What follows belongs to an exercise in optimizing a design on an open flow for small area; a production flow would make more cautious choices. In this exercise RTL edits were held to simulation tests only and were not proved equivalent to the original. No activity file was given, so power comes from the tool's default toggle rates.

===== flow/config.mk =====
export PLATFORM = sky130hd
export DESIGN_NAME = top_mailbox
export DESIGN_NICKNAME = top_mailbox
export VERILOG_FILES = /design/flow/design.v
export SDC_FILE = /design/flow/constraint.sdc
export NUM_CORES = 4
export LEC_CHECK = 0
export CAP_MARGIN = 20
export CORE_MARGIN = 2
export CORE_UTILIZATION = 40
export SLEW_MARGIN = 20

===== flow/constraint.sdc =====
create_clock -name core_clock -period 10.0 [get_ports {pclk_i}]
set_input_delay 2.0000 -clock core_clock [delete_from_list [all_inputs] [get_ports {pclk_i}]]
set_output_delay 2.0000 -clock core_clock [all_outputs]
set_load 0.01 [all_outputs]

===== flow/design.v =====
module apb_controller 
#(
    parameter   [31:0]  W_WIDTH_SYS     =   32  ,
    parameter   [31:0]  WIDTH_ADDR      =   32  
)
(
    input                        pclk_i     ,
    input                        psel_i     ,
    input                        penable_i  ,
    input                        presetn_i  ,
    input                        ack_w_i    ,
    input                        ack_r_i    ,
    input                        pwrite_i   ,
    input      [WIDTH_ADDR-1:0]  paddr_i    ,
    input      [W_WIDTH_SYS-1:0] pwdata_i   ,
    input                        err_w_i    ,
    input                        err_r_i    ,
    input      [W_WIDTH_SYS-1:0] rdata_i    ,
    input                        irq        ,
    output reg [W_WIDTH_SYS-1:0] prdata_o   ,
    output reg                   pslverr_o  ,
    output reg                   req_w_o    ,
    output reg                   req_r_o    ,
    output reg                   pready_o   ,
    output reg [WIDTH_ADDR-1:0]  addr_o     ,
    output reg [W_WIDTH_SYS-1:0] data_o     ,
    output reg                   write_o    
);
    reg                     r_err_i     ;
  enum logic [3:0] {
    CHECK_PSEL_PEN  ,
    CHECK_PWEN      ,
    REQ_WRITE       ,
    ACK_WRITE       ,
    WRITE_RDY       ,
    WRITE_ERR       ,
    REQ_READ        ,
    ACK_READ        ,
    READ_RDY        
  } state;
  always @(posedge pclk_i)
    if (!presetn_i) 
      begin
        state     <= CHECK_PSEL_PEN     ;
        req_w_o   <= 1'b0               ;
        req_r_o   <= 1'b0               ;
        pready_o  <= 1'b1               ;
        addr_o    <= {WIDTH_ADDR {1'b0}};
        data_o    <= {W_WIDTH_SYS{1'b0}};
        prdata_o  <= {W_WIDTH_SYS{1'b0}};
        write_o   <= 1'b0               ;
        pslverr_o <= 1'b1               ;
        r_err_i   <= '0                 ;  
      end 
    else
      case (state)
        CHECK_PSEL_PEN:
            begin
                pslverr_o   <=  1'b0    ;
                if(psel_i && penable_i)
                    begin
                        addr_o      <=  paddr_i         ;
                        data_o      <=  pwdata_i        ;
                        write_o     <=  pwrite_i        ;
                        state       <=  CHECK_PWEN      ;
                        pready_o    <=  1'b0            ;
                    end
                else
                    begin
                        state       <=  CHECK_PSEL_PEN  ;
                        pready_o    <=  1'b1            ;
                    end
            end
        CHECK_PWEN    :
            begin
                if(irq && write_o)
                    state   <=  WRITE_ERR   ;
                else    if(write_o)
                            state   <=  REQ_WRITE   ;
                        else
                            state   <=  REQ_READ    ;
            end
        REQ_WRITE     :
            begin
                if(req_w_o && ack_w_i)
                    begin
                        r_err_i <=  err_w_i     ;
                        req_w_o <=  1'b0        ;
                        state   <=  ACK_WRITE   ;
                    end
                else
                    req_w_o <=  1'b1    ;
            end
        ACK_WRITE     :
            begin
                if(!ack_w_i)
                    state   <=  WRITE_RDY   ;
            end
        WRITE_RDY     :
            begin
                addr_o      <=  '0              ;
                data_o      <=  '0              ;
                write_o     <=  '0              ;
                pready_o    <=  1'b1            ;
                pslverr_o   <=  r_err_i         ;
                state       <=  CHECK_PSEL_PEN  ;
            end
        WRITE_ERR     :
            begin
                addr_o      <=  '0              ;
                data_o      <=  '0              ;
                write_o     <=  '0              ;
                pready_o    <=  1'b1            ;
                pslverr_o   <=  1'b1            ;
                state       <=  CHECK_PSEL_PEN  ;
            end
        REQ_READ      :
            begin
                if(req_r_o && ack_r_i)
                    begin
                        prdata_o    <=  rdata_i     ;
                        r_err_i     <=  err_r_i     ;
                        req_r_o     <=  1'b0        ;
                        state       <=  ACK_READ    ;
                    end
                else
                    req_r_o <=  1'b1    ;
            end
        ACK_READ      :
            begin
                if(!ack_r_i)
                    state   <=  READ_RDY    ;
            end
        READ_RDY      :
            begin
                addr_o      <=  '0              ;
                data_o      <=  '0              ;
                write_o     <=  '0              ;
                pready_o    <=  1'b1            ;
                pslverr_o   <=  r_err_i         ;
                state       <=  CHECK_PSEL_PEN  ;
            end
        default: state <= CHECK_PSEL_PEN;
      endcase
endmodule
module fifo_ctrl #(
    parameter   [31:0]  W_WIDTH_SYS     =   32  ,
    parameter   [31:0]  WIDTH_ADDR      =   32  ,
    parameter           FIFO_DATA       =   0   ,
    parameter   [31:0]  N_NUMB_CPU      =   4   
    )
    (
        input                                           clk             ,
        input                                           rstn            ,
        output  reg                                     err_fifo_full_o ,
        input                                           req_i           ,
        input       [WIDTH_ADDR-1:0]                    addr_i          ,
        input       [W_WIDTH_SYS-1:0]                   data_i          ,
        input                                           wren_i          ,
        input       [31:0]                              numb_cpu_i      ,
        output  reg [W_WIDTH_SYS-1:0]                   rdata_o         ,
        output  reg [N_NUMB_CPU-1 : 0]                  ack_o           ,
        output  reg [FIFO_DATA-1:0]                     s_tdata_o       ,
        output  reg                                     s_tvalid_o      ,
        input                                           s_tready_i          
    );
    reg [1:0]   c_delay ;
    enum logic [3:0] {
        REQ ,
        WR  ,
        ERR ,
        FIN ,
        DEL 
    } state ;
    always @(posedge clk)
        if (!rstn)
            begin
                err_fifo_full_o <=  '0  ;         
                rdata_o         <=  '0  ;
                ack_o           <=  '0  ;
                s_tdata_o       <=  '0  ;    
                s_tvalid_o      <=  '0  ;
                c_delay         <=  '0  ;
                state           <=  REQ ;    
            end
        else
            begin
                case(state)
                REQ :
                    begin
                        if(req_i && s_tready_i && wren_i)
                            state   <=  WR  ;
                        else
                            if(req_i && !s_tready_i)
                                state   <=  ERR ;
                    end
                WR  :
                    begin
                        s_tdata_o   <=  {numb_cpu_i,addr_i,data_i}  ;
                        s_tvalid_o  <=  1'b1                        ;
                        state       <=  FIN                         ;
                    end
                ERR :
                    begin
                        err_fifo_full_o <=  1'b1        ;
                        ack_o [numb_cpu_i]  <=  1'b1    ;
                        state   <=  DEL                 ;
                    end
                FIN :
                    begin
                        s_tvalid_o          <=  1'b0    ;
                        ack_o [numb_cpu_i]  <=  1'b1    ;
                        state               <=  DEL     ;
                    end
                DEL :
                    begin
                        if(c_delay != 2'b11)
                            c_delay <=  c_delay +   1'b1    ;
                        else
                            begin
                                ack_o [numb_cpu_i]  <=  1'b0    ;
                                if(!req_i)
                                state               <=  REQ     ;
                                c_delay             <=  '0      ;
                                err_fifo_full_o     <=  1'b0    ;
                            end
                    end
                default :   state   <=  REQ ;
                endcase
            end
endmodule
module mux #(
        parameter   [31:0]  W_WIDTH_SYS     =   32  ,
        parameter   [31:0]  N_NUMB_CPU      =   3   
    ) 
    (
        input                                                   clk             ,
        input                                                   rstn            ,
        input           [N_NUMB_CPU-1 : 0]  [0:0]               req_i           ,
        input           [N_NUMB_CPU-1 : 0]  [W_WIDTH_SYS-1:0]   addr_i          ,
        input           [N_NUMB_CPU-1 : 0]  [W_WIDTH_SYS-1:0]   data_i          ,
        input           [N_NUMB_CPU-1 : 0]  [0:0]               write_i         ,
        output  reg     [N_NUMB_CPU-1: 0]                       mux_err_o       ,
        output  reg     [N_NUMB_CPU-1: 0]                       mux_req_o       ,
        output  reg     [W_WIDTH_SYS-1: 0]                      mux_addr_o      ,
        output  reg     [W_WIDTH_SYS-1: 0]                      mux_data_o      ,
        output  reg                                             mux_write_o     ,
        output  reg     [31:0]                                  mux_numb_cpu_o  ,
        input           [W_WIDTH_SYS-1: 0]                      rdata_i         ,
        output  reg     [N_NUMB_CPU-1 : 0]  [W_WIDTH_SYS-1: 0]  mux_rdata_o     ,
        input                                                   mux_err_i       ,
        input           [N_NUMB_CPU-1 : 0]                      ack_i           ,
        output  reg     [N_NUMB_CPU-1 : 0]                      mux_ack_o   
    );
	enum logic [N_NUMB_CPU-1:0] {
		CHECK_REQ_0,
		CHECK_REQ_1,
		CHECK_REQ_2,
		CHECK_REQ_3
		} state ;
	always @(posedge clk)
		if(!rstn)
			begin
				state		<=	CHECK_REQ_0	;
				mux_err_o	<=	'0	;
				mux_req_o	<=	'0	;
				mux_addr_o	<=	'0	;
				mux_data_o	<=	'0	;
				mux_write_o	<=	'0	;
				mux_rdata_o	<=	'0	;
				mux_ack_o	<=	'0	;
				mux_numb_cpu_o	<=	'0	;
			end
		else
			begin
				case(state)
					CHECK_REQ_0 :
						begin
						if(req_i[0])
							begin
							mux_err_o	[0]	<=	mux_err_i	;
							mux_req_o	[0]	<=	req_i	[0]	;
							mux_addr_o		<=	addr_i	[0]	;
							mux_data_o		<=	data_i	[0]	;
							mux_write_o		<=	write_i	[0]	;
							mux_rdata_o	[0]	<=	rdata_i		;
							mux_ack_o	[0]	<=	ack_i	[0]	;
							mux_numb_cpu_o	<=	32'd0		;
							end
						else if(!ack_i[0])
							begin
								mux_ack_o	[0]	<=	ack_i	[0]	;
								mux_req_o	[0]	<=	1'b0		;
								state	<=	CHECK_REQ_1		;
							end
						else
							mux_req_o	[0]	<=	1'b0		;
						end
					CHECK_REQ_1 :
						begin
						if(req_i[1])
							begin
							mux_err_o	[1]	<=	mux_err_i	;
							mux_req_o	[1]	<=	req_i	[1]	;
							mux_addr_o		<=	addr_i	[1]	;
							mux_data_o		<=	data_i	[1]	;
							mux_write_o		<=	write_i	[1]	;
							mux_rdata_o	[1]	<=	rdata_i		;
							mux_ack_o	[1]	<=	ack_i	[1]	;
							mux_numb_cpu_o	<=	32'd1		;
							end
						else if(!ack_i[1])
							begin
								mux_ack_o	[1]	<=	ack_i	[1]	;
								mux_req_o	[1]	<=	1'b0		;
								state	<=	CHECK_REQ_2		;
							end
						else
							mux_req_o	[1]	<=	1'b0		;
						end
					CHECK_REQ_2 :
						begin
						if(req_i[2])
							begin
							mux_err_o	[2]	<=	mux_err_i	;
							mux_req_o	[2]	<=	req_i	[2]	;
							mux_addr_o		<=	addr_i	[2]	;
							mux_data_o		<=	data_i	[2]	;
							mux_write_o		<=	write_i	[2]	;
							mux_rdata_o	[2]	<=	rdata_i		;
							mux_ack_o	[2]	<=	ack_i	[2]	;
							mux_numb_cpu_o	<=	32'd2		;
							end
						else if(!ack_i[2])
							begin
								mux_ack_o	[2]	<=	ack_i	[2]	;
								mux_req_o	[2]	<=	1'b0		;
								state	<=	CHECK_REQ_3		;
							end
						else
							mux_req_o	[2]	<=	1'b0		;
						end
					CHECK_REQ_3 :
						begin
						if(req_i[3])
							begin
							mux_err_o	[3]	<=	mux_err_i	;
							mux_req_o	[3]	<=	req_i	[3]	;
							mux_addr_o		<=	addr_i	[3]	;
							mux_data_o		<=	data_i	[3]	;
							mux_write_o		<=	write_i	[3]	;
							mux_rdata_o	[3]	<=	rdata_i		;
							mux_ack_o	[3]	<=	ack_i	[3]	;
							mux_numb_cpu_o	<=	32'd3		;
							end
						else if(!ack_i[3])
							begin
								mux_ack_o	[3]	<=	ack_i	[3]	;
								mux_req_o	[3]	<=	1'b0		;
								state	<=	CHECK_REQ_0		;
							end
						else
							mux_req_o	[3]	<=	1'b0		;
						end
					default:	state	<=	CHECK_REQ_0	;
				endcase
			end
endmodule
module reg_model #(
    parameter   FIFO_DATA   =   0,
    parameter   WIDTH_ADDR  =   0,
    parameter   W_WIDTH_SYS =   0,
    parameter   N_NUMB_CPU  =   4
    )
    (
        input                               clk         ,
        input                               rstn        ,
        input           [FIFO_DATA-1:0]     m_tdata_i   ,
        input                               m_tvalid_i  ,
        output  reg                         m_tready_o  ,
        input                               req_i       ,
        input           [WIDTH_ADDR-1:0]    addr_r_i    ,
        input           [W_WIDTH_SYS-1:0]   data_r_i    ,
        input                               write_r_i   ,
        input           [31:0]              numb_r_cpu_i,
        output  reg     [W_WIDTH_SYS-1:0]   rdata_r_o   ,
        output  reg                         err_r_o     ,
        output  reg     [N_NUMB_CPU-1:0]    ack_r_o     ,
        output  reg     [N_NUMB_CPU-1:0]    irq_o       
    );
    reg [(N_NUMB_CPU*N_NUMB_CPU)-1:0]   r_irq   ;
    genvar j;
    genvar i;
    generate
        assign  irq_o[0] =  |r_irq[(N_NUMB_CPU-1):0] ;
        for(j = 1; j < N_NUMB_CPU; j = j + 1)
        begin
            assign  irq_o[j] =  |r_irq[(j*N_NUMB_CPU)+N_NUMB_CPU-1:j*N_NUMB_CPU] ;
        end
    endgenerate
    reg [(N_NUMB_CPU*N_NUMB_CPU+N_NUMB_CPU + N_NUMB_CPU)-1:0] [W_WIDTH_SYS - 1: 0]  mem         ;
    reg                                                                             f_wr        ;
    reg [(N_NUMB_CPU*N_NUMB_CPU)-1:0]                                               f_busy      ;
    reg [1:0]                                                                       c_delay     ;
    reg [1:0]                                                                       c_delay_w   ;
    wire    [WIDTH_ADDR-1:0]    addr    ;
    wire    [W_WIDTH_SYS-1:0]   data    ;
    wire    [31:0]              numb    ;
    reg    [WIDTH_ADDR-1:0]     r_addr  ;
    reg    [W_WIDTH_SYS-1:0]    r_data  ;
    reg    [31:0]               r_numb  ;
    generate
    for(i = 0; i < WIDTH_ADDR; i++)
        begin
            assign addr[i] =  m_tdata_i[i+W_WIDTH_SYS] ;
        end
    for(i = 0; i < W_WIDTH_SYS; i++)
        begin
            assign data[i] =  m_tdata_i[i] ;
        end
    for(i = 0; i < 32; i++)
        begin
            assign numb[i] =  m_tdata_i[i+W_WIDTH_SYS+WIDTH_ADDR] ;
        end
    endgenerate
    enum logic [3:0] {
        RDY ,
        WR  ,
        WAIT,
        WAIT_RD 
    } state_wr  ;
    enum logic [3:0] {
        REQ         ,
        ERR_ADDR    ,
        READ        ,
        WAIT_R
    } state_r   ;
    always @(posedge clk) 
        if(!rstn)
            begin
                mem         <=  '0  ;
                m_tready_o  <=  '1  ;
                rdata_r_o   <=  '0  ;
                err_r_o     <=  '0  ;
                ack_r_o     <=  '0  ;
                f_wr        <=  '0  ;
                state_wr    <=  RDY ;
                r_addr      <=  '0  ;
                r_data      <=  '0  ;
                r_numb      <=  '0  ;
                f_busy      <=  '0  ;
                state_r     <=  REQ ;
                c_delay     <=  '0  ;
                c_delay_w   <=  '0  ;
                r_irq       <=  '0  ;
            end
        else
            begin
                case(state_wr)
                    RDY     :
                        begin
                            if(m_tvalid_i)
                                begin
                                    m_tready_o  <=  1       ;
                                    state_wr    <=  WR      ;
                                    r_addr      <=  addr    ;
                                    r_data      <=  data    ;
                                    r_numb      <=  numb    ;
                                end
                        end
                    WR      :
                        begin
                            m_tready_o  <=  0       ;
                            f_wr        <=  1       ;
                            if(((r_addr % N_NUMB_CPU) == 0) && r_numb == 0)
                                begin
                                    if((r_addr < (N_NUMB_CPU*N_NUMB_CPU)) && f_busy[r_addr])
                                        begin
                                            state_wr    <=  WAIT_RD ;
                                        end
                                    else
                                        begin
                                            if(r_addr < (N_NUMB_CPU*N_NUMB_CPU+N_NUMB_CPU+N_NUMB_CPU))
                                                mem[r_addr]   <=  r_data    ; 
                                            if(r_addr < (N_NUMB_CPU*N_NUMB_CPU+N_NUMB_CPU))
                                                mem[N_NUMB_CPU*N_NUMB_CPU+ (r_addr / N_NUMB_CPU)][r_numb] <= 1'b1  ;
                                            if(r_addr < (N_NUMB_CPU*N_NUMB_CPU))
                                                r_irq[r_addr] <=  1'b1    ;
                                            state_wr    <=  WAIT    ;
                                            if(r_addr < (N_NUMB_CPU*N_NUMB_CPU))
                                                f_busy[r_addr] <=   1'b1    ;
                                        end
                                end
                            else if (r_numb == (r_addr % N_NUMB_CPU))
                                begin
                                    if((r_addr < (N_NUMB_CPU*N_NUMB_CPU)) && f_busy[r_addr])
                                        begin
                                            state_wr    <=  WAIT_RD ;
                                        end
                                    else
                                        begin
                                            if(r_addr < (N_NUMB_CPU*N_NUMB_CPU+N_NUMB_CPU+N_NUMB_CPU))
                                                mem[r_addr]   <=  r_data    ; 
                                            if(r_addr < (N_NUMB_CPU*N_NUMB_CPU+N_NUMB_CPU))
                                                mem[N_NUMB_CPU*N_NUMB_CPU+ (r_addr / N_NUMB_CPU)][r_numb] <= 1'b1  ;
                                            if(r_addr < (N_NUMB_CPU*N_NUMB_CPU))
                                                r_irq[r_addr] <=  1'b1    ;
                                            state_wr    <=  WAIT    ;
                                            if(r_addr < (N_NUMB_CPU*N_NUMB_CPU))
                                                f_busy[r_addr] <=   1'b1    ;
                                        end
                                end
                                    else
                                        begin
                                           mem[N_NUMB_CPU*N_NUMB_CPU+N_NUMB_CPU+r_numb] <= mem[N_NUMB_CPU*N_NUMB_CPU+N_NUMB_CPU+r_numb] + 1 ;
                                           state_wr    <=  WAIT    ;
                                        end
                        end
                    WAIT    :
                        begin
                            f_wr        <=  1'b0    ;
                            if(c_delay_w    != 2'b11)
                                c_delay_w   <=  c_delay_w   +   1'b1    ;
                            else
                                begin
                                    c_delay_w   <=  '0      ;
                                    state_wr    <=  RDY     ;
                                end
                        end
                    WAIT_RD :
                        begin
                            f_wr        <=  1'b0    ;
                            if(!((r_addr < (N_NUMB_CPU*N_NUMB_CPU)) && f_busy[r_addr]))
                                state_wr    <= WR       ;
                        end
                    default : state_wr <=  RDY;
                endcase
                case(state_r)
                    REQ :
                        begin
                            if(req_i)
                                state_r   <=  ERR_ADDR    ;
                        end
                    ERR_ADDR :
                        begin
                            if(addr_r_i > ((N_NUMB_CPU*N_NUMB_CPU+N_NUMB_CPU + N_NUMB_CPU)-1))
                                begin
                                    ack_r_o[numb_r_cpu_i]   <=  1'b1    ;
                                    err_r_o                 <=  1'b1    ;
                                    state_r                 <=  WAIT_R  ;
                                end
                            else if(!f_wr)
                                state_r <=  READ    ;
                        end
                    READ:
                        begin
                            if ((addr_r_i >= (N_NUMB_CPU*numb_r_cpu_i)) && (addr_r_i <= ((N_NUMB_CPU*numb_r_cpu_i) + N_NUMB_CPU - 1)))
                                begin
                                    rdata_r_o               <=  (addr_r_i < (N_NUMB_CPU*N_NUMB_CPU+N_NUMB_CPU+N_NUMB_CPU)) ? mem[addr_r_i] : {W_WIDTH_SYS{1'b0}};
                                    r_irq[addr_r_i]         <=  1'b0    ;
                                    state_r                 <=  WAIT_R  ;
                                    f_busy[addr_r_i]        <=  1'b0    ;
                                    ack_r_o[numb_r_cpu_i]   <=  1'b1    ;
                                    mem[N_NUMB_CPU*N_NUMB_CPU+(numb_r_cpu_i)][addr_r_i % N_NUMB_CPU] <= 1'b0  ; 
                                end
                            else
                                begin
                                    rdata_r_o               <=  (addr_r_i < (N_NUMB_CPU*N_NUMB_CPU+N_NUMB_CPU+N_NUMB_CPU)) ? mem[addr_r_i] : {W_WIDTH_SYS{1'b0}};
                                    state_r                 <=  WAIT_R          ;
                                    ack_r_o[numb_r_cpu_i]   <=  1'b1            ; 
                                end
                        end
                    WAIT_R:
                        begin
                            if (c_delay != 2'b11)
                                c_delay <=  c_delay + 1;
                            else
                                begin
                                    c_delay                 <=  '0      ;
                                    ack_r_o[numb_r_cpu_i]   <=  1'b0    ;
                                    err_r_o                 <=  1'b0    ;
                                    if(!req_i)
                                    state_r                 <=  REQ     ;
                                end
                        end
                    default : state_r                 <=  REQ     ;
                endcase
            end
endmodule
`resetall
`timescale 1ns / 1ps
`default_nettype none
module axis_fifo #
(
    parameter DEPTH = 4096,
    parameter DATA_WIDTH = 8,
    parameter KEEP_ENABLE = 1'b1 ,
    parameter KEEP_WIDTH = ((DATA_WIDTH+7)/8),
    parameter LAST_ENABLE = 0,
    parameter ID_ENABLE = 0,
    parameter ID_WIDTH = 8,
    parameter DEST_ENABLE = 0,
    parameter DEST_WIDTH = 8,
    parameter USER_ENABLE = 0,
    parameter USER_WIDTH = 1,
    parameter RAM_PIPELINE = 32,
    parameter OUTPUT_FIFO_ENABLE = 0,
    parameter FRAME_FIFO = 0,
    parameter USER_BAD_FRAME_VALUE = 1'b1,
    parameter USER_BAD_FRAME_MASK = 1'b1,
    parameter DROP_OVERSIZE_FRAME = FRAME_FIFO,
    parameter DROP_BAD_FRAME = 0,
    parameter DROP_WHEN_FULL = 0
)
(
    input  wire                   clk,
    input  wire                   rst,
    input  wire [DATA_WIDTH-1:0]  s_axis_tdata,
    input  wire [KEEP_WIDTH-1:0]  s_axis_tkeep,
    input  wire                   s_axis_tvalid,
    output wire                   s_axis_tready,
    input  wire                   s_axis_tlast,
    input  wire [ID_WIDTH-1:0]    s_axis_tid,
    input  wire [DEST_WIDTH-1:0]  s_axis_tdest,
    input  wire [USER_WIDTH-1:0]  s_axis_tuser,
    output wire [DATA_WIDTH-1:0]  m_axis_tdata,
    output wire [KEEP_WIDTH-1:0]  m_axis_tkeep,
    output wire                   m_axis_tvalid,
    input  wire                   m_axis_tready,
    output wire                   m_axis_tlast,
    output wire [ID_WIDTH-1:0]    m_axis_tid,
    output wire [DEST_WIDTH-1:0]  m_axis_tdest,
    output wire [USER_WIDTH-1:0]  m_axis_tuser,
    output wire                   status_overflow,
    output wire                   status_bad_frame,
    output wire                   status_good_frame
);
parameter ADDR_WIDTH = (KEEP_ENABLE && KEEP_WIDTH > 1) ? $clog2(DEPTH/KEEP_WIDTH) : $clog2(DEPTH);
parameter OUTPUT_FIFO_ADDR_WIDTH = RAM_PIPELINE < 2 ? 3 : $clog2(RAM_PIPELINE*2+7);
initial begin
    if (FRAME_FIFO && !LAST_ENABLE) begin
        $error("Error: FRAME_FIFO set requires LAST_ENABLE set (instance %m)");
        $finish;
    end
    if (DROP_OVERSIZE_FRAME && !FRAME_FIFO) begin
        $error("Error: DROP_OVERSIZE_FRAME set requires FRAME_FIFO set (instance %m)");
        $finish;
    end
    if (DROP_BAD_FRAME && !(FRAME_FIFO && DROP_OVERSIZE_FRAME)) begin
        $error("Error: DROP_BAD_FRAME set requires FRAME_FIFO and DROP_OVERSIZE_FRAME set (instance %m)");
        $finish;
    end
    if (DROP_WHEN_FULL && !(FRAME_FIFO && DROP_OVERSIZE_FRAME)) begin
        $error("Error: DROP_WHEN_FULL set requires FRAME_FIFO and DROP_OVERSIZE_FRAME set (instance %m)");
        $finish;
    end
    if (DROP_BAD_FRAME && (USER_BAD_FRAME_MASK & {USER_WIDTH{1'b1}}) == 0) begin
        $error("Error: Invalid USER_BAD_FRAME_MASK value (instance %m)");
        $finish;
    end
end
localparam KEEP_OFFSET = DATA_WIDTH;
localparam LAST_OFFSET = KEEP_OFFSET + (KEEP_ENABLE ? KEEP_WIDTH : 0);
localparam ID_OFFSET   = LAST_OFFSET + (LAST_ENABLE ? 1          : 0);
localparam DEST_OFFSET = ID_OFFSET   + (ID_ENABLE   ? ID_WIDTH   : 0);
localparam USER_OFFSET = DEST_OFFSET + (DEST_ENABLE ? DEST_WIDTH : 0);
localparam WIDTH       = USER_OFFSET + (USER_ENABLE ? USER_WIDTH : 0);
reg [ADDR_WIDTH:0] wr_ptr_reg;
reg [ADDR_WIDTH:0] wr_ptr_cur_reg;
reg [ADDR_WIDTH:0] rd_ptr_reg;
(* ramstyle = "no_rw_check" *)
reg [WIDTH-1:0] mem[(2**ADDR_WIDTH)-1:0];
reg [WIDTH-1:0] mem_read_data_reg;
reg mem_read_data_valid_reg;
(* shreg_extract = "no" *)
reg [WIDTH-1:0] m_axis_pipe_reg[RAM_PIPELINE+1-1:0];
reg [RAM_PIPELINE+1-1:0] m_axis_tvalid_pipe_reg;
wire full = wr_ptr_reg == (rd_ptr_reg ^ {1'b1, {ADDR_WIDTH{1'b0}}});
wire full_cur = wr_ptr_cur_reg == (rd_ptr_reg ^ {1'b1, {ADDR_WIDTH{1'b0}}});
wire empty = wr_ptr_reg == rd_ptr_reg;
wire full_wr = wr_ptr_reg == (wr_ptr_cur_reg ^ {1'b1, {ADDR_WIDTH{1'b0}}});
reg drop_frame_reg;
reg send_frame_reg;
reg overflow_reg;
reg bad_frame_reg;
reg good_frame_reg;
assign s_axis_tready = FRAME_FIFO ? (!full_cur || (full_wr && DROP_OVERSIZE_FRAME) || DROP_WHEN_FULL) : !full;
wire [WIDTH-1:0] s_axis;
generate
    assign s_axis[DATA_WIDTH-1:0] = s_axis_tdata;
    if (KEEP_ENABLE) assign s_axis[KEEP_OFFSET +: KEEP_WIDTH] = s_axis_tkeep;
    if (LAST_ENABLE) assign s_axis[LAST_OFFSET]               = s_axis_tlast;
    if (ID_ENABLE)   assign s_axis[ID_OFFSET   +: ID_WIDTH]   = s_axis_tid;
    if (DEST_ENABLE) assign s_axis[DEST_OFFSET +: DEST_WIDTH] = s_axis_tdest;
    if (USER_ENABLE) assign s_axis[USER_OFFSET +: USER_WIDTH] = s_axis_tuser;
endgenerate
wire [WIDTH-1:0] m_axis = RAM_PIPELINE ? m_axis_pipe_reg[RAM_PIPELINE+1-1] : mem_read_data_reg;
wire                   m_axis_tvalid_pipe = m_axis_tvalid_pipe_reg[RAM_PIPELINE+1-1];
wire [DATA_WIDTH-1:0]  m_axis_tdata_pipe  = m_axis[DATA_WIDTH-1:0];
wire [KEEP_WIDTH-1:0]  m_axis_tkeep_pipe  = KEEP_ENABLE ? m_axis[KEEP_OFFSET +: KEEP_WIDTH] : {KEEP_WIDTH{1'b1}};
wire                   m_axis_tlast_pipe  = LAST_ENABLE ? m_axis[LAST_OFFSET] : 1'b1;
wire [ID_WIDTH-1:0]    m_axis_tid_pipe    = ID_ENABLE   ? m_axis[ID_OFFSET +: ID_WIDTH] : {ID_WIDTH{1'b0}};
wire [DEST_WIDTH-1:0]  m_axis_tdest_pipe  = DEST_ENABLE ? m_axis[DEST_OFFSET +: DEST_WIDTH] : {DEST_WIDTH{1'b0}};
wire [USER_WIDTH-1:0]  m_axis_tuser_pipe  = USER_ENABLE ? m_axis[USER_OFFSET +: USER_WIDTH] : {USER_WIDTH{1'b0}};
wire pipe_ready;
assign status_overflow = overflow_reg;
assign status_bad_frame = bad_frame_reg;
assign status_good_frame = good_frame_reg;
always @(posedge clk) begin
    overflow_reg <= 1'b0;
    bad_frame_reg <= 1'b0;
    good_frame_reg <= 1'b0;
    if (s_axis_tready && s_axis_tvalid) begin
        if (!FRAME_FIFO) begin
            mem[wr_ptr_reg[ADDR_WIDTH-1:0]] <= s_axis;
            wr_ptr_reg <= wr_ptr_reg + 1;
        end else if ((full_cur && DROP_WHEN_FULL) || (full_wr && DROP_OVERSIZE_FRAME) || drop_frame_reg) begin
            drop_frame_reg <= 1'b1;
            if (s_axis_tlast) begin
                wr_ptr_cur_reg <= wr_ptr_reg;
                drop_frame_reg <= 1'b0;
                overflow_reg <= 1'b1;
            end
        end else begin
            mem[wr_ptr_cur_reg[ADDR_WIDTH-1:0]] <= s_axis;
            wr_ptr_cur_reg <= wr_ptr_cur_reg + 1;
            if (s_axis_tlast || (!DROP_OVERSIZE_FRAME && (full_wr || send_frame_reg))) begin
                send_frame_reg <= !s_axis_tlast;
                if (s_axis_tlast && DROP_BAD_FRAME && USER_BAD_FRAME_MASK & ~(s_axis_tuser ^ USER_BAD_FRAME_VALUE)) begin
                    wr_ptr_cur_reg <= wr_ptr_reg;
                    bad_frame_reg <= 1'b1;
                end else begin
                    wr_ptr_reg <= wr_ptr_cur_reg + 1;
                    good_frame_reg <= s_axis_tlast;
                end
            end
        end
    end else if (s_axis_tvalid && full_wr && FRAME_FIFO && !DROP_OVERSIZE_FRAME) begin
        send_frame_reg <= 1'b1;
        wr_ptr_reg <= wr_ptr_cur_reg;
    end
    if (rst) begin
        wr_ptr_reg <= {ADDR_WIDTH+1{1'b0}};
        wr_ptr_cur_reg <= {ADDR_WIDTH+1{1'b0}};
        drop_frame_reg <= 1'b0;
        send_frame_reg <= 1'b0;
        overflow_reg <= 1'b0;
        bad_frame_reg <= 1'b0;
        good_frame_reg <= 1'b0;
    end
end
integer j;
always @(posedge clk) begin
    if (OUTPUT_FIFO_ENABLE || m_axis_tready) begin
        m_axis_tvalid_pipe_reg[RAM_PIPELINE+1-1] <= 1'b0;
    end
    for (j = RAM_PIPELINE+1-1; j > 0; j = j - 1) begin
        if (OUTPUT_FIFO_ENABLE || m_axis_tready || ((~m_axis_tvalid_pipe_reg) >> j)) begin
            m_axis_tvalid_pipe_reg[j] <= m_axis_tvalid_pipe_reg[j-1];
            m_axis_pipe_reg[j] <= j == 1 ? mem_read_data_reg : m_axis_pipe_reg[j-1];
            m_axis_tvalid_pipe_reg[j-1] <= 1'b0;
        end
    end
    if (OUTPUT_FIFO_ENABLE || m_axis_tready || ~m_axis_tvalid_pipe_reg) begin
        m_axis_tvalid_pipe_reg[0] <= 1'b0;
        mem_read_data_reg <= mem[rd_ptr_reg[ADDR_WIDTH-1:0]];
        if (!empty && pipe_ready) begin
            m_axis_tvalid_pipe_reg[0] <= 1'b1;
            rd_ptr_reg <= rd_ptr_reg + 1;
        end
    end
    if (rst) begin
        rd_ptr_reg <= {ADDR_WIDTH+1{1'b0}};
        m_axis_tvalid_pipe_reg <= 0;
    end
end
generate
if (!OUTPUT_FIFO_ENABLE) begin
    assign pipe_ready = 1'b1;
    assign m_axis_tvalid = m_axis_tvalid_pipe;
    assign m_axis_tdata = m_axis_tdata_pipe;
    assign m_axis_tkeep = m_axis_tkeep_pipe;
    assign m_axis_tlast = m_axis_tlast_pipe;
    assign m_axis_tid   = m_axis_tid_pipe;
    assign m_axis_tdest = m_axis_tdest_pipe;
    assign m_axis_tuser = m_axis_tuser_pipe;
end else begin
    reg [DATA_WIDTH-1:0] m_axis_tdata_reg;
    reg [KEEP_WIDTH-1:0] m_axis_tkeep_reg;
    reg                  m_axis_tvalid_reg;
    reg                  m_axis_tlast_reg;
    reg [ID_WIDTH-1:0]   m_axis_tid_reg;
    reg [DEST_WIDTH-1:0] m_axis_tdest_reg;
    reg [USER_WIDTH-1:0] m_axis_tuser_reg;
    reg [OUTPUT_FIFO_ADDR_WIDTH+1-1:0] out_fifo_wr_ptr_reg;
    reg [OUTPUT_FIFO_ADDR_WIDTH+1-1:0] out_fifo_rd_ptr_reg;
    reg out_fifo_half_full_reg;
    wire out_fifo_full = out_fifo_wr_ptr_reg == (out_fifo_rd_ptr_reg ^ {1'b1, {OUTPUT_FIFO_ADDR_WIDTH{1'b0}}});
    wire out_fifo_empty = out_fifo_wr_ptr_reg == out_fifo_rd_ptr_reg;
    (* ram_style = "distributed", ramstyle = "no_rw_check, mlab" *)
    reg [DATA_WIDTH-1:0] out_fifo_tdata[2**OUTPUT_FIFO_ADDR_WIDTH-1:0];
    (* ram_style = "distributed", ramstyle = "no_rw_check, mlab" *)
    reg [KEEP_WIDTH-1:0] out_fifo_tkeep[2**OUTPUT_FIFO_ADDR_WIDTH-1:0];
    (* ram_style = "distributed", ramstyle = "no_rw_check, mlab" *)
    reg                  out_fifo_tlast[2**OUTPUT_FIFO_ADDR_WIDTH-1:0];
    (* ram_style = "distributed", ramstyle = "no_rw_check, mlab" *)
    reg [ID_WIDTH-1:0]   out_fifo_tid[2**OUTPUT_FIFO_ADDR_WIDTH-1:0];
    (* ram_style = "distributed", ramstyle = "no_rw_check, mlab" *)
    reg [DEST_WIDTH-1:0] out_fifo_tdest[2**OUTPUT_FIFO_ADDR_WIDTH-1:0];
    (* ram_style = "distributed", ramstyle = "no_rw_check, mlab" *)
    reg [USER_WIDTH-1:0] out_fifo_tuser[2**OUTPUT_FIFO_ADDR_WIDTH-1:0];
    assign pipe_ready = !out_fifo_half_full_reg;
    assign m_axis_tdata  = m_axis_tdata_reg;
    assign m_axis_tkeep  = KEEP_ENABLE ? m_axis_tkeep_reg : {KEEP_WIDTH{1'b1}};
    assign m_axis_tvalid = m_axis_tvalid_reg;
    assign m_axis_tlast  = LAST_ENABLE ? m_axis_tlast_reg : 1'b1;
    assign m_axis_tid    = ID_ENABLE   ? m_axis_tid_reg   : {ID_WIDTH{1'b0}};
    assign m_axis_tdest  = DEST_ENABLE ? m_axis_tdest_reg : {DEST_WIDTH{1'b0}};
    assign m_axis_tuser  = USER_ENABLE ? m_axis_tuser_reg : {USER_WIDTH{1'b0}};
    always @(posedge clk) begin
        m_axis_tvalid_reg <= m_axis_tvalid_reg && !m_axis_tready;
        out_fifo_half_full_reg <= $unsigned(out_fifo_wr_ptr_reg - out_fifo_rd_ptr_reg) >= 2**(OUTPUT_FIFO_ADDR_WIDTH-1);
        if (!out_fifo_full && m_axis_tvalid_pipe) begin
            out_fifo_tdata[out_fifo_wr_ptr_reg[OUTPUT_FIFO_ADDR_WIDTH-1:0]] <= m_axis_tdata_pipe;
            out_fifo_tkeep[out_fifo_wr_ptr_reg[OUTPUT_FIFO_ADDR_WIDTH-1:0]] <= m_axis_tkeep_pipe;
            out_fifo_tlast[out_fifo_wr_ptr_reg[OUTPUT_FIFO_ADDR_WIDTH-1:0]] <= m_axis_tlast_pipe;
            out_fifo_tid[out_fifo_wr_ptr_reg[OUTPUT_FIFO_ADDR_WIDTH-1:0]] <= m_axis_tid_pipe;
            out_fifo_tdest[out_fifo_wr_ptr_reg[OUTPUT_FIFO_ADDR_WIDTH-1:0]] <= m_axis_tdest_pipe;
            out_fifo_tuser[out_fifo_wr_ptr_reg[OUTPUT_FIFO_ADDR_WIDTH-1:0]] <= m_axis_tuser_pipe;
            out_fifo_wr_ptr_reg <= out_fifo_wr_ptr_reg + 1;
        end
        if (!out_fifo_empty && (!m_axis_tvalid_reg || m_axis_tready)) begin
            m_axis_tdata_reg <= out_fifo_tdata[out_fifo_rd_ptr_reg[OUTPUT_FIFO_ADDR_WIDTH-1:0]];
            m_axis_tkeep_reg <= out_fifo_tkeep[out_fifo_rd_ptr_reg[OUTPUT_FIFO_ADDR_WIDTH-1:0]];
            m_axis_tvalid_reg <= 1'b1;
            m_axis_tlast_reg <= out_fifo_tlast[out_fifo_rd_ptr_reg[OUTPUT_FIFO_ADDR_WIDTH-1:0]];
            m_axis_tid_reg <= out_fifo_tid[out_fifo_rd_ptr_reg[OUTPUT_FIFO_ADDR_WIDTH-1:0]];
            m_axis_tdest_reg <= out_fifo_tdest[out_fifo_rd_ptr_reg[OUTPUT_FIFO_ADDR_WIDTH-1:0]];
            m_axis_tuser_reg <= out_fifo_tuser[out_fifo_rd_ptr_reg[OUTPUT_FIFO_ADDR_WIDTH-1:0]];
            out_fifo_rd_ptr_reg <= out_fifo_rd_ptr_reg + 1;
        end
        if (rst) begin
            out_fifo_wr_ptr_reg <= 0;
            out_fifo_rd_ptr_reg <= 0;
            m_axis_tvalid_reg <= 1'b0;
        end
    end
end
endgenerate
endmodule
`resetall
module top_mailbox
    #(
        parameter   [31:0]  W_WIDTH_SYS     =   32  ,
        parameter   [31:0]  N_NUMB_CPU      =   4   ,
        parameter   [31:0]  K_FIFO_DEPTH    =   32  ,
        parameter   [31:0]  WIDTH_ADDR      =   32  ,
        parameter           FIFO_DATA       =   W_WIDTH_SYS + WIDTH_ADDR + 32
    )
    (
        input  wire                                         pclk_i     ,
        input  wire                                         presetn_i  ,
        input  wire [N_NUMB_CPU-1: 0]                       psel_i     ,
        input  wire [N_NUMB_CPU-1: 0]                       penable_i  ,
        input  wire [N_NUMB_CPU-1: 0]                       pwrite_i   ,
        input  wire [N_NUMB_CPU*W_WIDTH_SYS-1:0]            paddr_i    ,
        input  wire [N_NUMB_CPU*WIDTH_ADDR-1:0]             pwdata_i   ,
        output wire [N_NUMB_CPU*W_WIDTH_SYS-1:0]            prdata_o   ,
        output wire [N_NUMB_CPU-1: 0]                       pslverr_o  ,
        output wire [N_NUMB_CPU-1: 0]                       pready_o   ,
        output wire [N_NUMB_CPU-1: 0]                       irq        
    );
    genvar  i   ;
    wire                        [N_NUMB_CPU-1 : 0]  w_ack_apb_ctrl      ;
    wire                        [N_NUMB_CPU-1 : 0]  w_err_w_apb_ctrl    ;
    wire                        [N_NUMB_CPU-1 : 0]  w_err_r_apb_ctrl    ;
    wire    [N_NUMB_CPU-1 : 0]  [W_WIDTH_SYS-1: 0]  w_rdata_apb_ctrl    ;
    wire    [N_NUMB_CPU-1 : 0]  [WIDTH_ADDR-1: 0]   w_addr_mux          ;
    wire                        [WIDTH_ADDR-1: 0]   w_addr_w_mux        ;
    wire                        [WIDTH_ADDR-1: 0]   w_addr_r_mux        ;
    wire    [N_NUMB_CPU-1 : 0]  [W_WIDTH_SYS-1: 0]  w_data_mux          ;
    wire                        [W_WIDTH_SYS-1: 0]  w_data_w_mux        ;
    wire                        [W_WIDTH_SYS-1: 0]  w_data_r_mux        ;
    wire                        [N_NUMB_CPU-1 : 0]  w_wren_mux          ;
    wire                        [N_NUMB_CPU-1 : 0]  w_req_mux           ;
    wire    [N_NUMB_CPU-1:0]                        w_req_w_mx          ;
    wire    [N_NUMB_CPU-1:0]                        w_req_r_mx          ;
    wire    [N_NUMB_CPU-1:0]                        w_req_w_mx_reg      ;
    wire    [N_NUMB_CPU-1:0]                        w_req_r_mx_reg      ;
    wire    [WIDTH_ADDR-1: 0]                       w_addr_mx           ;
    wire    [W_WIDTH_SYS-1: 0]                      w_data_mx           ;
    wire                                            w_write_w_mx        ;
    wire                                            w_write_r_mx        ;
    wire    [W_WIDTH_SYS-1: 0]                      w_rdata_w_mx        ;
    wire    [W_WIDTH_SYS-1: 0]                      w_rdata_r_mx        ;
    wire                                            w_err_w_mx          ;
    wire    [N_NUMB_CPU-1:0]                        w_ack_w_mx          ;
    wire    [N_NUMB_CPU-1:0]                        w_ack_r_mx          ;
    wire    [31:0]                                  w_mux_numb_w_cpu    ;
    wire    [31:0]                                  w_mux_numb_r_cpu    ;
    wire    [N_NUMB_CPU-1:0]                        w_irq               ;
    wire    [N_NUMB_CPU-1 : 0]                      w_ack_w             ;
    wire    [FIFO_DATA-1:0]                         w_fifo_sdata        ;
    wire                                            w_fifo_stvalid      ;
    wire                                            w_fifo_stready      ;
    wire    [FIFO_DATA-1:0]                         w_m_tdata           ; 
    wire                                            w_m_tvalid          ;
    wire                                            w_m_tready          ;
    wire                                            w_err_r             ;
    wire    [N_NUMB_CPU-1:0]                        w_ack_r             ;
    wire    [W_WIDTH_SYS-1: 0]                      w_rdata_r           ;
    wire                                            w_req_r             ;
    wire                                            w_req_w             ;    
    assign  w_req_w = |w_req_w_mx_reg [N_NUMB_CPU-1:0];
    assign  w_req_r = |w_req_r_mx_reg [N_NUMB_CPU-1:0];
    assign  irq =   w_irq   ;
    if(W_WIDTH_SYS > 1024 || W_WIDTH_SYS < 8)
            begin : instances_width_error
                initial
                begin
                $error("Error: Incorrect number of parameter 8 > W_WIDTH_SYS < 1024");
                $finish;
                end
            end   : instances_width_error
    if(2**$clog2(W_WIDTH_SYS) != W_WIDTH_SYS)
            begin : instances_width1_error
                initial
                begin
                $error("Error: W_WIDTH_SYS word must be even power of two");
                $finish;
                end
            end   : instances_width1_error
    if(K_FIFO_DEPTH != 32)
            begin : instances_fifo_error
                initial
                begin
                $error("Error: Incorrect number of parameter K_FIFO_DEPTH != 32 Prostite");
                $finish;
                end
            end   : instances_fifo_error
    if(N_NUMB_CPU < 1)
            begin : instances_cpu_error
                initial
                begin
                $error("Error: Incorrect number of parameter N_NUMB_CPU < 1");
                $finish;
                end
            end   : instances_cpu_error
    generate
        for (i = 0; i < N_NUMB_CPU; i=i+1)
        begin   :   gen_apb_ctrl
            apb_controller #(
                .W_WIDTH_SYS(W_WIDTH_SYS),
                .WIDTH_ADDR (WIDTH_ADDR )
            ) 
            apb_ctrl_inst
            (
                .pclk_i     (pclk_i                )   ,
                .presetn_i  (presetn_i             )   ,
                .psel_i     (psel_i             [i])   ,
                .penable_i  (penable_i          [i])   ,
                .pwrite_i   (pwrite_i           [i])   ,
                .paddr_i    (paddr_i  [i*W_WIDTH_SYS +: W_WIDTH_SYS])   ,
                .pwdata_i   (pwdata_i [i*WIDTH_ADDR  +: WIDTH_ADDR ])   ,
                .prdata_o   (prdata_o [i*W_WIDTH_SYS +: W_WIDTH_SYS])   ,
                .pslverr_o  (pslverr_o          [i])   ,
                .pready_o   (pready_o           [i])   ,
                .ack_w_i    (w_ack_w_mx         [i])   ,
                .ack_r_i    (w_ack_r_mx         [i])   ,
                .req_w_o    (w_req_w_mx         [i])   ,
                .req_r_o    (w_req_r_mx         [i])   ,
                .err_w_i    (w_err_w_apb_ctrl   [i])   ,
                .err_r_i    (w_err_r_apb_ctrl   [i])   ,
                .rdata_i    (w_rdata_apb_ctrl   [i])   ,
                .irq        (w_irq              [i])   ,    
                .addr_o     (w_addr_mux         [i])   ,
                .data_o     (w_data_mux         [i])   ,
                .write_o    (w_wren_mux         [i])    
            );
        end     :   gen_apb_ctrl
    endgenerate
    mux 
    #(
        .W_WIDTH_SYS(W_WIDTH_SYS),  
        .N_NUMB_CPU (N_NUMB_CPU) 
    ) write_mux
    (
        .clk            (pclk_i             ),
        .rstn           (presetn_i          ),
        .req_i          (w_req_w_mx         ),
        .addr_i         (w_addr_mux         ),
        .data_i         (w_data_mux         ),
        .write_i        (w_wren_mux         ),
        .mux_err_o      (w_err_w_apb_ctrl   ),
        .mux_req_o      (w_req_w_mx_reg     ),  
        .mux_addr_o     (w_addr_w_mux       ),  
        .mux_data_o     (w_data_w_mux       ),  
        .mux_write_o    (w_write_w_mx       ),  
        .mux_numb_cpu_o (w_mux_numb_w_cpu   ),  
        .rdata_i        (w_rdata_w_mx       ),  
        .mux_rdata_o    (        ),
        .mux_err_i      (w_err_w_mx         ),  
        .ack_i          (w_ack_w            ),  
        .mux_ack_o      (w_ack_w_mx         )  
    );
    fifo_ctrl #(
        .W_WIDTH_SYS    (W_WIDTH_SYS),
        .WIDTH_ADDR     (WIDTH_ADDR ),
        .FIFO_DATA      (FIFO_DATA  ), 
        .N_NUMB_CPU     (N_NUMB_CPU ) 
    ) fifo_ctrl
    (
        .clk            (pclk_i),
        .rstn           (presetn_i),
        .err_fifo_full_o(w_err_w_mx),
        .req_i          (w_req_w),
        .addr_i         (w_addr_w_mux),
        .data_i         (w_data_w_mux),
        .wren_i         (w_write_w_mx),
        .numb_cpu_i     (w_mux_numb_w_cpu),
        .rdata_o        (w_rdata_w_mx),
        .ack_o          (w_ack_w),
        .s_tdata_o      (w_fifo_sdata),
        .s_tvalid_o     (w_fifo_stvalid),
        .s_tready_i     (w_fifo_stready)
    );
    axis_fifo #(
        .DATA_WIDTH(FIFO_DATA),
        .DEPTH(K_FIFO_DEPTH)      
    )   fifo_wr
    (
        .clk             (pclk_i         ),
        .rst             (!presetn_i     ),
        .s_axis_tdata    (w_fifo_sdata   ),
        .s_axis_tvalid   (w_fifo_stvalid ),
        .s_axis_tkeep    ('1),
        .s_axis_tlast    (1'b1) ,
        .s_axis_tid      ('0),
        .s_axis_tdest    ('0),
        .s_axis_tuser    ('0),
        .s_axis_tready   (w_fifo_stready ),
        .m_axis_tdata    (w_m_tdata      ),
        .m_axis_tvalid   (w_m_tvalid     ),
        .m_axis_tready   (w_m_tready     )
    );
    mux 
    #(
        .W_WIDTH_SYS(W_WIDTH_SYS),  
        .N_NUMB_CPU (N_NUMB_CPU) 
    ) read_mux
    (
        .clk            (pclk_i             ),
        .rstn           (presetn_i          ),
        .req_i          (w_req_r_mx         ),
        .addr_i         (w_addr_mux         ),
        .data_i         (w_data_mux         ),
        .write_i        (w_wren_mux         ),
        .mux_err_o      (w_err_r_apb_ctrl   ),
        .mux_req_o      (w_req_r_mx_reg     ),  
        .mux_addr_o     (w_addr_r_mux       ),  
        .mux_data_o     (w_data_r_mux       ),  
        .mux_write_o    (w_write_r_mx       ),  
        .mux_numb_cpu_o (w_mux_numb_r_cpu   ),  
        .rdata_i        (w_rdata_r          ),  
        .mux_rdata_o    (w_rdata_apb_ctrl   ),
        .mux_err_i      (w_err_r            ),  
        .ack_i          (w_ack_r            ),  
        .mux_ack_o      (w_ack_r_mx         )  
    );
    reg_model
    #(
        .FIFO_DATA(FIFO_DATA),
        .WIDTH_ADDR(WIDTH_ADDR),
        .W_WIDTH_SYS(W_WIDTH_SYS),
        .N_NUMB_CPU (N_NUMB_CPU)    
    ) reg_model_inst
    (
        .clk            (pclk_i             ),
        .rstn           (presetn_i          ),
        .m_tdata_i      (w_m_tdata          ),
        .m_tvalid_i     (w_m_tvalid         ),
        .m_tready_o     (w_m_tready         ),
        .req_i          (w_req_r            ),
        .addr_r_i       (w_addr_r_mux       ),
        .data_r_i       (w_data_r_mux       ),
        .write_r_i      (w_write_r_mx       ),
        .numb_r_cpu_i   (w_mux_numb_r_cpu   ),
        .rdata_r_o      (w_rdata_r          ),
        .err_r_o        (w_err_r            ),
        .ack_r_o        (w_ack_r            ),
        .irq_o          (w_irq              )
    );
endmodule

===== flow/run.sh =====
#!/bin/bash
# synth_recipe.tcl (not shown) runs the flow's synth.tcl, then flattens the netlist and writes it again
# the make line also repeats each setting of config.mk as NAME=value (left out here)
make -C /OpenROAD-flow-scripts/flow DESIGN_CONFIG=/design/flow/config.mk WORK_HOME=/design/flow/orfs CLKGATE_MAP_FILE= SYNTH_SCRIPT=/design/flow/synth_recipe.tcl finish

==> reports/metrics.yaml <==
grt:
  grt_pass1_wl_um: 631600
  grt_max_degree: 225
  overflow: 0
  grt_pass1_vias: 93600
  grt_usage_pct: 21.97
  antenna_found_initial: 42
placement:
  place.port_buffers: 409
  place.gp.congestion: 0.9570
  dpl.hpwl_um: 269700
  dp_slack_ns: 3.717
worst_setup_path:
  start_kind: "register"
  rr_worst_depth: 11
  cp.required_ns: 10.80
  worst-setup-path-type: "reg2reg"
  critical_path_arrival_ns: 7.32
  critPathMaxFanout: 21
  crit_path_end_kind: "register"
clock_network:
  cts_tree: "yes"
  insertion_delay_ns: 0.95
  htreeDepth: 5
  clk_path_buf_depth: 4
  postCtsHoldBufs: 0
  post_cts_resize_count: 0
  cts_setup_buffers: 0
  cts_sinks: 4018
  path_clk_slew_ns: 0.06
  cts_buffers: 392
  cts_root_buf: "clkbuf_16"
die:
  initial_core_util_pct: 40.21
  core-area_sq_um: 372800
  rows: 224
  die_x_um: 616.2
  die_area_sq_um: 379600
  fp.dieH_um: 616.2
  pin_count: 410
yosys:
  synthFlopType: "edfxtp_1"
  ys_seq_area_share_pct: 69.09
  yosysTopAreaCell: "edfxtp_1"
  yosysMostFrequentCell: "edfxtp_1"
  netlist_instances: 12210
  synthTopCellsByCount: "edfxtp_1 (2,310), nand2_1 (2,265), dfxtp_1 (1,708), a21oi_1 (1,328), nor2_1 (815)"
  synth.avg_cell_area_sq_um: 12.27
  ys_ff_latch: 4018
  ys_async_sr_fraction_pct: 0
  yosysUniqueCellTypes: 102
  syn-num-nets: 12530
  synthTopCellsByArea: "edfxtp_1 (46%), dfxtp_1 (23%), nand2_1 (5.7%), a21oi_1 (4.4%), mux4_2 (3.9%)"
  yosys_warnings: 10
  netlist_area_sq_um: 149900
  synth_edf_count: 2310
  synth_top_area_share_pct: 46.28
layout:
  multi_input_area_sq_um: 42850
  fillerInstances: 33350
  fin_util_pct: 46.12
  drive_gt1_share_pct: 10.62
  area_delta_synth_final_pct: 14.70
  final_nets: 12680
  largest_reg_flops: 2112
  final-seq-area_sq_um: 103600
routing:
  wl_per_cell_um: 24.32
  drc: 0
  ant_nets: 0
  vias: 98780
  drt_iter0_markers: 11680
  dr.pass1.iters: 12
  viasPerCell: 5.583
  drt-total-wl_um: 430200
min_path:
  hold_depth: 0
  min_path_type: "reg2reg"
sta:
  hold_violations: 0
  tightest_slew_ns: 1.343
  worst_slack_ns: 3.483
  fmax_mhz: 153.5
  tns_ns: 0
  maxSlewHeadroom_pct: 9.524
  min_period_over_period_pct: 65.17
  setup_viol: 0
  skew_ns: 0.06761
  rsz0062_at_grt: "false"
  slew_viol_final: 0
  period_needed_ns: 6.517
pwr:
  power.density_nw_per_um2: 210.6
  p_leak_nw: 57.93
  power_mw: 36.21
  ir_drop_mv: 0.1788
run:
  drv_cap: 0
status:
  outcome: "no timing/DRC/antenna violations"
[per-stage QoR]
stage               area, sq um  hold WS [ns]  instances
global route             171900        0.3956      17670
detailed placement       159000        0.4045      16940
CTS                      171800        0.3572      17660
global placement         159000        0.4001      16940
finish                   171900        0.3759      17690
floorplan                149900        0.4003      12210
[area by class of cell]
class	instances	share of cell area, %
diodes	29	0.04221
clock buffers	542	6.352
clock inverters	181	1.082
inverters	105	0.2336
multi-input cells	7201	24.93
flip-flops and latches	4018	60.26
well taps	4972	3.618
repair buffers	644	3.489
[where the power goes]
group / internal, mW / switching (mW) / total (mW)
logic: 0.979 / 2.48 / 3.46
clock network: 8.40 / 6.26 / 14.7
registers: 17.7 / 0.362 / 18.1
total: 27.1 / 9.10 / 36.2
[cells in the final DEF (no fill, tap or decap), types with 37 or more instances in the layout]
cell	instances
edfxtp_1	2310
nand2_1	2245
dfxtp_1	1680
a21oi_1	1326
nor2_1	800
o21ai_0	625
clkdlybuf4s50_1	408
clkbuf_16	398
a22oi_1	312
mux4_2	261
buf_4	222
nand3_1	130
nor3_1	117
mux2i_1	109
a222oi_1	102
clkbuf_1	102
inv_1	83
mux2_2	75
xnor2_1	69
a211oi_1	62
clkinv_2	58
a31oi_1	57
clkinv_1	56
a221o_1	56
nand4_1	52
nor2b_1	47
xor2_1	43
clkbuf_8	43
o22ai_1	37
[critical path, stage by stage (launching register included)]
cell	delay, ns
dfxtp_1	0.79
nand4_1	0.76
nor4_1	0.67
xor2_1	0.21
nor4b_2	0.65
nand4_1	0.21
xnor2_1	0.29
mux2i_1	0.33
and3_1	0.94
and2_1	0.94
a31oi_1	0.15
a2111oi_0	0.45
[cell families (layout without fill, tap and decap cells)]
family	count (synthesis)	after routing	share of synthesized area, %
compound gates	2880	2880	11.60
xor+xnor	117	117	0.7237
mux	453	453	5.268
fa+ha+maj	45	45	0.3756
buf+inv	995	1472	2.594
simple gates	3706	3706	10.34
other cells	0	29	0
flops	4018	4018	69.09
[per-layer routing]
| layer | track usage, % | part of all wire [%] | up-vias |
|---|---|---|---|
| met5 | 0 | 0.025 | - |
| met4 | 11.29 | 5.9 | 16 |
| met3 | 5.737 | 9.6 | 1105 |
| met2 | 33.49 | 44 | 4578 |
| met1 | 28.90 | 40 | 48180 |
| li1 | - | - | 44900 |
[worst paths after layout]
path | start | endpoint | slack, ns
max reg2reg | reg_model_inst.r_addr[9] | reg_model_inst.mem[608] | 3.48
min reg2reg | fifo_wr.m_axis_pipe_reg[20][15] | fifo_wr.m_axis_pipe_reg[21][15] | 0.38
min | fifo_wr.m_axis_pipe_reg[20][15] | fifo_wr.m_axis_pipe_reg[21][15] | 0.38
max | reg_model_inst.r_addr[9] | reg_model_inst.mem[608] | 3.48

static timing again, ports no longer ideal:
Ports are ideal in the flow. The routed layout listed here was re-timed in OpenROAD. Step 1: set_driving_cell puts a clkbuf_16 on pclk_i and a buf_2 on each other input, an assumption about the parent block. Step 2 also shifts input and output timing later by t, the mid clock arrival at the registers, as if the neighbouring blocks saw the same clock. a / b / c = no drivers / after step 1 / after step 2; a / b = the first two.
shift t [ns]: 1.034
setup WS [ns]: 3.483 / 3.483 / 3.483
worst setup path after step 2: register to register
latest minus earliest clock arrival (ns): 0.079 / 0.078
After both steps setup and hold are still met in this run. For this run, drivers alone change the setup slack by 0.000 ns; drivers and shift together by 0.000 ns.
